Context: an optimization exercise on an open-source flow, tuned for a short achievable clock period and few clock cycles. The choices shown serve that exercise and are no tape-out recipe.
Function not checked in this run: the RTL went through the layout flow alone.
Power is estimated from default activity; no workload was simulated.

File: flow/config.mk
export PLATFORM = sky130hd
export DESIGN_NAME = mips_single_cycle
export DESIGN_NICKNAME = mips_single_cycle
export VERILOG_FILES = /design/flow/design.v
export SDC_FILE = /design/flow/constraint.sdc
export NUM_CORES = 4
export LEC_CHECK = 0
export CAP_MARGIN = 20
export CORE_MARGIN = 2
export CORE_UTILIZATION = 40
export SLEW_MARGIN = 20
File: flow/constraint.sdc
create_clock -name core_clock -period 9.0 [get_ports {clk}]
set_input_delay 1.8000 -clock core_clock [delete_from_list [all_inputs] [get_ports {clk}]]
set_output_delay 1.8000 -clock core_clock [all_outputs]
set_load 0.01 [all_outputs]
File: flow/design.v
package definitions_pkg;
typedef enum logic [5:0] {
	R_TYPE  = 6'd0,
	ADDI = 6'd1,
	SUBI = 6'd2,	
	ANDI = 6'd3,
	ORI  = 6'd4,
	XORI = 6'd5,
	LUI  = 6'd6,
	LLI  = 6'd7,
	LWR  = 6'd8,
	SWR  = 6'd9,
	LWI  = 6'd10,
	SWI  = 6'd11,
	BEQ  = 6'd12,
	BNE  = 6'd13,
	J    = 6'd14,
	JAL  = 6'd15,
	RET  = 6'd16,
	BLTE = 6'd17
} op_t;
typedef enum logic [5:0] {
	ADD_R  = 6'd0,
	SUB_R  = 6'd1,	
	AND_R  = 6'd2,
	OR_R   = 6'd3,
	XOR_R  = 6'd4,
	SLL_R  = 6'd5,
	SRL_R  = 6'd6,
	SLA_R  = 6'd7,
	SRA_R  = 6'd8
} func_t;
typedef enum logic [3:0] {
	ADD =	4'b0000,
	SUB =	4'b0001,	
	AND =	4'b0010,
	OR =	4'b0011,
	XOR =	4'b0100,
	SLL =	4'b0101,
	SRL =	4'b0110,
	SLA =	4'b0111,
	SRA =	4'b1000,
	LU =	4'b1001,
	LL =	4'b1010,
	NO_OP = 4'b1011
} alu_op_t;
typedef enum logic [1:0] {
	INCREMENT =	2'd0,
	BRANCH    = 2'd1,
	JUMP 		 = 2'd2,
	RETURN 	 = 2'd3
} pc_sel_t;
typedef enum logic [1:0] {
	ALU_RESULT  =	2'd0,
	DATA_MEM    =  2'd1,
	R31_DATA 	=  2'd2
} data_write_t;
typedef enum logic [1:0] {
	RD_VALUE    =	2'd0,
	RT_VALUE   =  2'd1,
	R31_ADDR 	=  2'd2
} rd_t;
typedef enum logic {
	IMM_VALUE    =	1'd0,
	QT_VALUE   =  1'd1
} b_t;
typedef enum logic {
	ADDR_RT_VALUE =  1'd0,
	ADDR_R31      =  1'd1
} rt_t;
endpackage
module extend #(parameter N_IN=16, parameter N_OUT = 32)(
		input logic [N_IN-1:0]	immediate,
		input sign,
		output logic [N_OUT -1:0]	extended	
		);
		logic [N_OUT -1:0] zero_extended;
		logic [N_OUT -1:0] sign_extended;
		always_comb begin
			if(sign) extended = sign_extended;
			else extended = zero_extended;
		end
		assign zero_extended = {{N_OUT - N_IN{1'b0}},immediate};
		assign sign_extended = immediate[N_IN-1] ? {{N_OUT - N_IN{1'b1}},immediate}:{{N_OUT - N_IN{1'b0}},immediate};
endmodule
module controller(
	input clk,
	input definitions_pkg::op_t op,
	input definitions_pkg::func_t func,
	input logic equal,
	input logic lte,
	output logic we,
	output logic muxSel_sa,
	output logic dm_we,
	output definitions_pkg::rd_t muxSel_rd,
	output definitions_pkg::rt_t muxSel_rt,
	output definitions_pkg::b_t muxSel_b,
	output definitions_pkg::data_write_t muxSel_result,
	output logic muxSel_dm_address,
	output definitions_pkg::pc_sel_t muxSel_pc,
	output logic sel_sign
	);
	always_comb begin	
		case(op)
			definitions_pkg::R_TYPE:begin
				case(func)
					definitions_pkg::SLL : muxSel_sa = 1'b1;
					definitions_pkg::SRL : muxSel_sa = 1'b1;
					definitions_pkg::SLA : muxSel_sa = 1'b1;
					definitions_pkg::SRA : muxSel_sa = 1'b1;
					default : muxSel_sa = 1'b0;
				endcase
			end
			default muxSel_sa = 1'b0;
		endcase
	end
	always_comb begin	
		case(op)
			definitions_pkg::R_TYPE:muxSel_rd = definitions_pkg::RD_VALUE;
			definitions_pkg::JAL   :muxSel_rd = definitions_pkg::R31_ADDR;
			default muxSel_rd = definitions_pkg::RT_VALUE;
		endcase
	end
	always_comb begin	
		case(op)
			definitions_pkg::R_TYPE:muxSel_b = definitions_pkg::QT_VALUE;
			definitions_pkg::BEQ : muxSel_b = definitions_pkg::QT_VALUE;
			definitions_pkg::BNE : muxSel_b = definitions_pkg::QT_VALUE;
			definitions_pkg::BLTE : muxSel_b = definitions_pkg::QT_VALUE;
			default muxSel_b = definitions_pkg::IMM_VALUE;
		endcase
	end
	always_comb begin	
		case(op)
			definitions_pkg::RET : muxSel_rt = definitions_pkg::ADDR_R31;
			default muxSel_rt = definitions_pkg::ADDR_RT_VALUE;
		endcase
	end
	always_comb begin	
		case(op)
			definitions_pkg::SWR : we = 1'b0;
			definitions_pkg::SWI : we = 1'b0;
			definitions_pkg::BEQ : we = 1'b0;
			definitions_pkg::BNE : we = 1'b0;
			definitions_pkg::BLTE: we = 1'b0;
			definitions_pkg::J   : we = 1'b0;
			definitions_pkg::RET : we = 1'b0;
			default we = 1'b1;
		endcase
	end
	always_comb begin	
		case(op)
			definitions_pkg::SWR : dm_we = 1'b1;
			definitions_pkg::SWI :  dm_we = 1'b1;
			default dm_we = 1'b0;
		endcase
	end
	always_comb begin	
		case(op)
			definitions_pkg::LWR : muxSel_result = definitions_pkg::DATA_MEM;
			definitions_pkg::LWI : muxSel_result = definitions_pkg::DATA_MEM;
			definitions_pkg::JAL : muxSel_result = definitions_pkg::R31_DATA;
			default muxSel_result = definitions_pkg::ALU_RESULT;
		endcase
	end
	always_comb begin	
		case(op)
			definitions_pkg::LWR : muxSel_dm_address = 1'b1;
			definitions_pkg::SWR : muxSel_dm_address = 1'b1;
			definitions_pkg::LWI : muxSel_dm_address = 1'b0;
			definitions_pkg::SWI : muxSel_dm_address = 1'b0;
			default muxSel_dm_address = 1'b0;
		endcase
	end
	always_comb begin	
		case(op)
			definitions_pkg::BEQ : muxSel_pc = (equal)  ? definitions_pkg::BRANCH : definitions_pkg::INCREMENT;
			definitions_pkg::BNE : muxSel_pc = (~equal) ? definitions_pkg::BRANCH : definitions_pkg::INCREMENT;
			definitions_pkg::BLTE: muxSel_pc = (lte) ? definitions_pkg::BRANCH : definitions_pkg::INCREMENT;
			definitions_pkg::J   : muxSel_pc = definitions_pkg::JUMP;
			definitions_pkg::JAL : muxSel_pc = definitions_pkg::JUMP;
			definitions_pkg::RET : muxSel_pc = definitions_pkg::RETURN;
			default muxSel_pc = definitions_pkg::INCREMENT;
		endcase
	end
	always_comb begin	
		case(op)
			definitions_pkg::ANDI : sel_sign = 1'b0;
			definitions_pkg::ORI  : sel_sign = 1'b0;
			definitions_pkg::XORI : sel_sign = 1'b0;
			default sel_sign = 1'b1;
		endcase
	end
endmodule
module instruction_decoder(
	input definitions_pkg::op_t op,
	input definitions_pkg::func_t func,
	output definitions_pkg::alu_op_t alu_op
	);
	always_comb begin
		case(op)
			definitions_pkg::R_TYPE:begin
				case(func)
					definitions_pkg::ADD_R: 	alu_op	=	definitions_pkg::ADD;
					definitions_pkg::SUB_R:	alu_op	=	definitions_pkg::SUB;
					definitions_pkg::AND_R:	alu_op	=	definitions_pkg::AND;
					definitions_pkg::OR_R:	alu_op	=	definitions_pkg::OR;
					definitions_pkg::XOR_R:	alu_op	=	definitions_pkg::XOR;
					definitions_pkg::SLL_R:	alu_op	=	definitions_pkg::SLL;
					definitions_pkg::SRL_R:	alu_op	=	definitions_pkg::SRL;
					definitions_pkg::SLA_R:	alu_op	=	definitions_pkg::SLA;
					definitions_pkg::SRA_R:	alu_op	= 	definitions_pkg::SRA;
					default alu_op = definitions_pkg::NO_OP;
				endcase
			end
			definitions_pkg::ADDI: alu_op	=	definitions_pkg::ADD;
			definitions_pkg::SUBI:	alu_op	=	definitions_pkg::SUB;
			definitions_pkg::ANDI:	alu_op	=	definitions_pkg::AND;
			definitions_pkg::ORI:	alu_op	=	definitions_pkg::OR;
			definitions_pkg::XORI:	alu_op	=	definitions_pkg::XOR;
			definitions_pkg::LUI:	alu_op	=	definitions_pkg::LU;
			definitions_pkg::LLI:	alu_op	=	definitions_pkg::LL;
			default alu_op = definitions_pkg::NO_OP;
		endcase
	end
endmodule
module alu(
	input logic  [31:0] a,
	input logic  [31:0] b,
	input definitions_pkg::alu_op_t op,
	output logic Z,
	output logic C,
	output logic N,
	output logic O,
	output logic lte,
	output logic equal,
	output logic [31:0] r
	);
	logic extend;
	logic [32:0] extended_sum;
	logic [31:0] sum_result;
	always_comb begin
		case(op)
			definitions_pkg::ADD: 	r	=	sum_result;
			definitions_pkg::SUB:	r	=	a-b;
			definitions_pkg::AND:	r	=	a&b;
			definitions_pkg::OR:	r	=	a|b;
			definitions_pkg::XOR:	r	=	a^b;
			definitions_pkg::SLL:	r	=	b<<a;
			definitions_pkg::SRL:	r	=	b>>a;
			definitions_pkg::SLA:	r	=	$signed(b)<<<a;
			definitions_pkg::SRA:	r	= 	$signed(b)>>>a;
			definitions_pkg::LU:	r	=	{b[15:0],16'b0};
			definitions_pkg::LL:	r	=	{16'b0,b[15:0]};
			default: r = '0;
		endcase
	end
	always_comb begin
		extended_sum = {1'b0, a} + {1'b0, b}; 
		C = extended_sum[32];
		{extend, sum_result} = {a[31], a} + {b[31], b}; 
		O = ({extend, sum_result[31]} == 2'b01);
	end
		assign Z	= (r==0);
		assign N = r[31];
		assign equal = (a==b);
		assign lte = (b <= a);
endmodule
module regfile #(parameter SECT=5)(
	input logic clk,
	input logic we,
	input logic [SECT-1:0]	rs,
	input logic [SECT-1:0]	rt,
	input logic	[SECT-1:0]	rd,
	input logic	[31:0]	d,
	output logic	[31:0]	qs,
	output logic	[31:0]	qt
	);
	logic [31:0] RF	[31:0];
	assign qs = RF[rs];
	assign qt = RF[rt];
	always_ff @(posedge clk)begin	
		if(we) RF[rd] <= d;
	end
endmodule
module status_reg(
	input logic clk,
	input logic asyn_n_rst,
	input logic Z_in,
	input logic C_in,
	input logic N_in,
	input logic O_in,
	output logic Z,
	output logic C,
	output logic N,
	output logic O
	);
	always_ff @(posedge clk or negedge asyn_n_rst) begin
		if(!asyn_n_rst) begin
			{Z,C,N,O} <= 4'b0;
		end else begin
			{Z,C,N,O} <= {Z_in, C_in, N_in, O_in};
		end
	end
endmodule
module PC(
input logic clk,
	input logic asyn_n_rst,
	input logic [31:0] D,
	output logic [31:0] PC
	);
	always_ff @(posedge clk or negedge asyn_n_rst) begin	
		if(!asyn_n_rst) PC <= 32'b0;
		else PC <= D;
	end
endmodule
module mips_single_cycle(
	input logic asyn_n_rst,
	input logic clk,
	input logic [31:0] instruction,
	input logic [31:0] dm_q,
	output logic [31:0] PC,
	output logic [15:0] dm_address,
	output logic [31:0] dm_d,
	output logic dm_we
	);
	definitions_pkg::op_t op;
	definitions_pkg::func_t func;
	definitions_pkg::alu_op_t alu_op;
	logic [31:0] next_pc;
	logic we;
	logic muxSel_sa;
	definitions_pkg::b_t muxSel_b;
	definitions_pkg::rd_t muxSel_rd;
	definitions_pkg::rt_t muxSel_rt;
	definitions_pkg::data_write_t muxSel_result;
	logic muxSel_dm_address;
	definitions_pkg::pc_sel_t muxSel_pc;
	logic sel_sign;
	logic [31:0] a;
	logic [31:0] qt;
	logic [31:0] d;
	logic [31:0] r;
	logic [31:0] qs;
	logic [31:0] b;
	logic [15:0] imm;
	logic [25:0] addr;
	logic [31:0] imm_b;
	logic [31:0] sa_extend;
	logic [4:0] sa;
	logic [4:0] rs;
	logic [4:0] rt;
	logic [4:0] rd;
	logic [4:0] rt_in;
	logic Z;
	logic C;
	logic N;
	logic O;
	logic Z_flag;
	logic C_flag;
	logic N_flag;
	logic O_flag;
	logic equal;
	logic lte;
	assign op = definitions_pkg::op_t'(instruction[31:26]);
	assign func = definitions_pkg::func_t'(instruction[5:0]);
	assign rs = instruction[25:21];
	assign rt = instruction[20:16];
	assign sa = instruction[10:6];
	assign imm = instruction[15:0];
	assign addr = instruction[25:0];
	assign dm_d = qt;
	always_comb begin	
		if(muxSel_dm_address)
			dm_address = qs[15:0];
		else
			dm_address = imm;
	end
	extend #(.N_IN(16), .N_OUT(32)) signExtend_imm (
		.immediate(imm),
		.extended(imm_b),
		.sign(sel_sign)
		);
	extend #(.N_IN(5), .N_OUT(32)) signExtend_sa (
		.immediate(sa),
		.extended(sa_extend),
		.sign(1'b1)	
		);
	controller control_unit(
	.clk(clk),
	.op(op),
	.func(func),
	.equal(equal),
	.lte(lte),
	.we(we),
	.muxSel_sa(muxSel_sa),
	.dm_we(dm_we),
	.muxSel_rd(muxSel_rd),
	.muxSel_rt(muxSel_rt),
	.muxSel_result(muxSel_result),
	.muxSel_b(muxSel_b),
	.muxSel_dm_address(muxSel_dm_address),
	.muxSel_pc(muxSel_pc),
	.sel_sign(sel_sign)
	);
	instruction_decoder i_decoder(
	.op(op),
	.func(func),
	.alu_op(alu_op)
	);
	always_comb begin		
		case(muxSel_result)
			definitions_pkg::ALU_RESULT : d = r;
			definitions_pkg::DATA_MEM   : d = dm_q;
			definitions_pkg::R31_DATA   : d = PC + 32'd1;
			default d = r;
		endcase
	end
	always_comb begin		
		case(muxSel_rd)
			definitions_pkg::RD_VALUE : rd = instruction[15:11];
			definitions_pkg::RT_VALUE : rd = rt;
			definitions_pkg::R31_ADDR : rd = 5'd31;
			default rd = rt;
		endcase
	end
	always_comb begin	
		case(muxSel_rt)
			definitions_pkg::ADDR_RT_VALUE  : rt_in = rt;
			definitions_pkg::ADDR_R31 : rt_in = 5'd31;
			default rt_in = rt;
		endcase
	end
	regfile rf(
	.clk(clk),
	.we(we),
	.rs(rs),
	.rt(rt_in),
	.rd(rd),
	.d(d),
	.qs(qs),
	.qt(qt)
	);
	always_comb begin	
		if(muxSel_sa)
			a = sa_extend;
		else
			a = qs;
	end
	always_comb begin	
		case(muxSel_b)
			definitions_pkg::QT_VALUE  : b = qt;
			definitions_pkg::IMM_VALUE : b = imm_b;
			default b = imm_b;
		endcase
	end
	alu alu(
	.a(a),
	.b(b),
	.op(alu_op),
	.Z(Z),
	.C(C),
	.N(N),
	.O(O),
	.equal(equal),
	.lte(lte),
	.r(r)
	);
 status_reg status_reg(
	.clk(clk),
	.asyn_n_rst(asyn_n_rst),
	.Z_in(Z),
	.C_in(C),
	.N_in(N),
	.O_in(O),
	.Z(Z_flag),
	.C(C_flag),
	.N(N_flag),
	.O(O_flag)
	);
	always_comb begin	
		case(muxSel_pc)
			definitions_pkg::INCREMENT : next_pc = PC + 32'd1;
			definitions_pkg::BRANCH    : next_pc = imm_b;
			definitions_pkg::JUMP      : next_pc = {{6'b0},addr};
			definitions_pkg::RETURN    : next_pc = qt;
			default     next_pc = PC;
		endcase
	end
	PC program_counter(
	.clk(clk),
	.asyn_n_rst(asyn_n_rst),
	.D(next_pc),
	.PC(PC)
	);
endmodule
File: flow/run.sh
#!/bin/bash
# synth_recipe.tcl (not shown) runs the flow's synth.tcl, then flattens the netlist and writes it again
# the make line also repeats each setting of config.mk as NAME=value (left out here)
make -C /OpenROAD-flow-scripts/flow DESIGN_CONFIG=/design/flow/config.mk WORK_HOME=/design/flow/orfs CLKGATE_MAP_FILE= SYNTH_SCRIPT=/design/flow/synth_recipe.tcl finish
==> metrics.cfg <==
[status]
status = finished clean

[power]
clkPwrFrac_pct = 36.2
powerDensity_mw_per_mm2 = 184.0
total_power_uw = 13440
switchingPower_uw = 4150
power.leakage_uw = 0.02587
power_frac_comb_pct = 22.4
irDropWorstVdd_mv = 0.1678
p_int_uw = 9290
swShare_pct = 30.88
p_seq_share_pct = 41.4

[drt]
first_pass_iters = 9
vias = 53520
drt_iter0_drc = 9716
wl_um = 310300
via_per_inst = 7.066
antenna_left = 0
detail_route.wl_per_cell_um = 40.96
drcViolationCount = 0

[logic_synthesis]
ys.flop_type = edfxtp_1
ys_warn_count = 9
yosys-top-cells-area = edfxtp_1 50%, mux4_2 11%, mux2i_1 5.5%, nand2_1 2.2%, nor2_1 2.2%
synth_seq_cells = 1056
synth_seq_area_share_pct = 50.95
syn-instance-count = 5012
yosysMostFrequentCell = edfxtp_1
synth_area_sq_mm = 0.06192
ys_types = 111
synth_top_area_share_pct = 49.66
async_flop_share_pct = 3.030
synth_commonest_cells = 1024 x edfxtp_1, 368 x nand2_1, 356 x nor2_1
synth.avg_cell_area_sq_um = 12.35
synth_edf_count = 1024
syn-num-nets = 5180
synth_largest_area_cell = edfxtp_1

[sta]
post-route-min-period_ps = 8435
finalSetupViolCount = 0
hold_viol_final = 0
hold_ws_ps = 582.4
fin_tns_setup_ps = 0
fmax_mhz = 118.6
slew_viol_final = 0
rsz0062_at_grt = no
min_period_over_period_pct = 93.72
worst_pin_slew_ps = 1243
fin_skew_ps = 92.81
relSlewSlack_pct = 16.94

[clock_tree]
cts_tree = done
cts_buffer_depth = 3
cts_root_buffer = clkbuf_16
clk-insertion-delay-late_ps = 780
hold_buffers = 0
htreeDepth = 3
cts_buffers = 112
cts.clk_slew.worst_paths_ps = 60
clock-sinks = 1056
cts-resized-gates = 0
post_cts_buffers = 0

[grt]
grt_pass1_vias = 51220
grt-ovfl-total = 0
grt_max_degree = 56
antenna_found_initial = 34
grt_pass1_wl_um = 420600
gr-usage-all-layers_pct = 38.36

[cells_and_area]
fin_nets = 5588
area_growth_syn_to_layout_pct = 17.95
drive_gt1_share_pct = 22.24
num-fill-cells = 13700

[die]
die_x_um = 397.4
coreArea_sq_mm = 0.1539
fp.dieArea_sq_mm = 0.1580
rows = 144
initial_core_util_pct = 40.24
ioPinCount = 147
die_h_um = 397.4

[placed_design]
dp_hpwl_um = 225100
gp_congestion = 1.103
port_buffers = 146

[setup_path]
required_ps = 9500
r2r_start = rf.RF[31][7]$_DFFE_PP_
end_kind = register
critical_path_class = input pin to register
crit_arrival_ps = 8930
startpoint = instruction[26]
start_kind = input pin
critical_path.max_fanout = 32

[run]
maxCapViolCount = 0

[min_path]
hp-class = register to register
hold_start = program_counter.PC[0]$_DFF_PN0_

==> layout make-up <==
class,count,area (sq um),share of cell area (%)
Sequential cell,1056,31550,43.20
Multi-Input combinational cell,3434,28450,38.95
Timing Repair Buffer,685,6150,8.420
Clock buffer,131,2874,3.935
Tap cell,2044,2557,3.502
Clock inverter,81,932.1,1.276
Inverter,131,491.7,0.6733
Antenna cell,13,32.53,0.04454
==> final timing paths <==
path                                                    end  slack, ps  cells past startpoint
hold reg to reg             program_counter.PC[0]$_DFF_PN0_        580                      1
setup / recovery                     rf.RF[1][29]$_DFFE_PP_        560                     25
hold / removal              program_counter.PC[0]$_DFF_PN0_        580                      1
min in group asynchronous  program_counter.PC[18]$_DFF_PN0_       1090                      1
setup reg to reg                     rf.RF[1][29]$_DFFE_PP_       2390                     21
max in group asynchronous   program_counter.PC[1]$_DFF_PN0_       7410                      1
==> cells in the final DEF (no fill, tap or decap), types with 25 or more instances in the layout <==
cell and count:
clkdlybuf4s50_1 136, nand2_1 367, a21o_1 34, nor2b_1 39, buf_12 48, nand3_1 122, xnor2_1 38, a21oi_1 239
mux2_2 65, inv_1 119, a2111oi_0 25, nand2b_1 35, a31oi_1 50, and3_1 28, dfrtp_1 32, o21ai_1 44
a221oi_1 51, mux2i_1 343, o21ai_0 184, a22oi_1 126, o221ai_1 32, o22ai_1 90, and2_1 38, nor3_1 65
clkinv_1 28, nor2_4 34, clkbuf_16 112, a211oi_1 79, nand4_1 35, o211ai_1 77, a221o_1 26, ha_1 100
mux4_2 307, buf_4 490, edfxtp_1 1024, nor2_1 321
==> logic make-up (layout without fill, tap and decap cells) <==
family | count (synthesis) | count (layout) | share of synthesized area (%)
other | 0 | 13 | 0
AO/OA/AOI/OAI | 1352 | 1352 | 15.17
XOR/XNOR | 58 | 58 | 0.8204
flip-flops | 1056 | 1056 | 50.95
adder cells (fa/ha/maj) | 102 | 102 | 2.085
AND/OR/NAND/NOR | 1206 | 1206 | 9.170
buffers and inverters | 522 | 1028 | 3.890
multiplexers | 716 | 716 | 17.91
==> worst max-delay path, stage by stage <==
cell and delay, ps:
clkdlybuf4s50_1 510, or4_4 800, a22oi_1 380, buf_4 220, o221ai_1 130, a211oi_1 350, o21bai_1 270, nor2_1 80
nor2_1 350, inv_1 120, ha_1 260, or3_1 400, a211oi_1 310, o21ai_0 210, nand3_1 290, o211ai_1 200
a2111o_1 430, a2111oi_0 580, o31ai_1 210, a22oi_1 210, nor4_1 80, a311oi_1 290, buf_4 170, o21ai_2 60
buf_12 160
==> metal layers <==
metal  vias to the layer above  wire length, um  part of all wire [%]  track usage, %
li1                      20880                -                     -               -
met1                     26750           112000                    36           49.47
met2                      4758           128800                    42           54.80
met3                      1108            45670                    15           13.75
met4                        32            23390                   7.5           23.80
met5                         -              397                  0.13          0.4237
==> registers in the layout (all words and copies together), names as in the netlist <==
signal	flops
program_counter.PC	32
rf.RF	1024
==> stage by stage <==
step           setup WS (ps)  std cells  utilization, %  instance area [sq um]
2_1_floorplan          753.4       5012               -                  61920
3_3_place_gp           317.2       7346           44.91                  69100
3_5_place_dp           140.9       7347           44.92                  69120
4_1_cts                883.2       7559           47.39                  72920
5_1_grt                428.7       7562           47.45                  73000
6_report               564.8       7575           47.47                  73040
==> power by group through the flow <==
stage	sequential, uW	combinational, uW	clock, uW
after floorplan	5650	1490	0
final	5570	3010	4860
after detailed placement	5670	2870	0
after CTS	5570	2880	4860
after global placement	5670	2880	0
after global routing	5580	3090	5040

re-timing with driven ports:
Ports are ideal in the flow. The routed layout listed here was re-timed in OpenROAD. Step 1 assumes that a clkbuf_16 drives the clock port and a buf_2 every other input. Step 2, shift: input delay + t, output delay - t, t = (earliest + latest rising clock arrival at the registers) / 2. This alone moves slack from input paths to output paths. Slacks: no drivers / after step 1 / after step 2; pairs: no drivers / after step 1.
shift t [ns]: 0.815
setup WS [ns]: 0.565 / 0.620 / -0.195
hold slack, ns: 0.582 / 0.582 / 0.582
worst slew at a driven data input, ns: 0.10
Met with ideal ports but missed after step 2: setup timing in this run. The setup slack of this run moves by +0.055 ns with the drivers and by -0.760 ns with both steps.
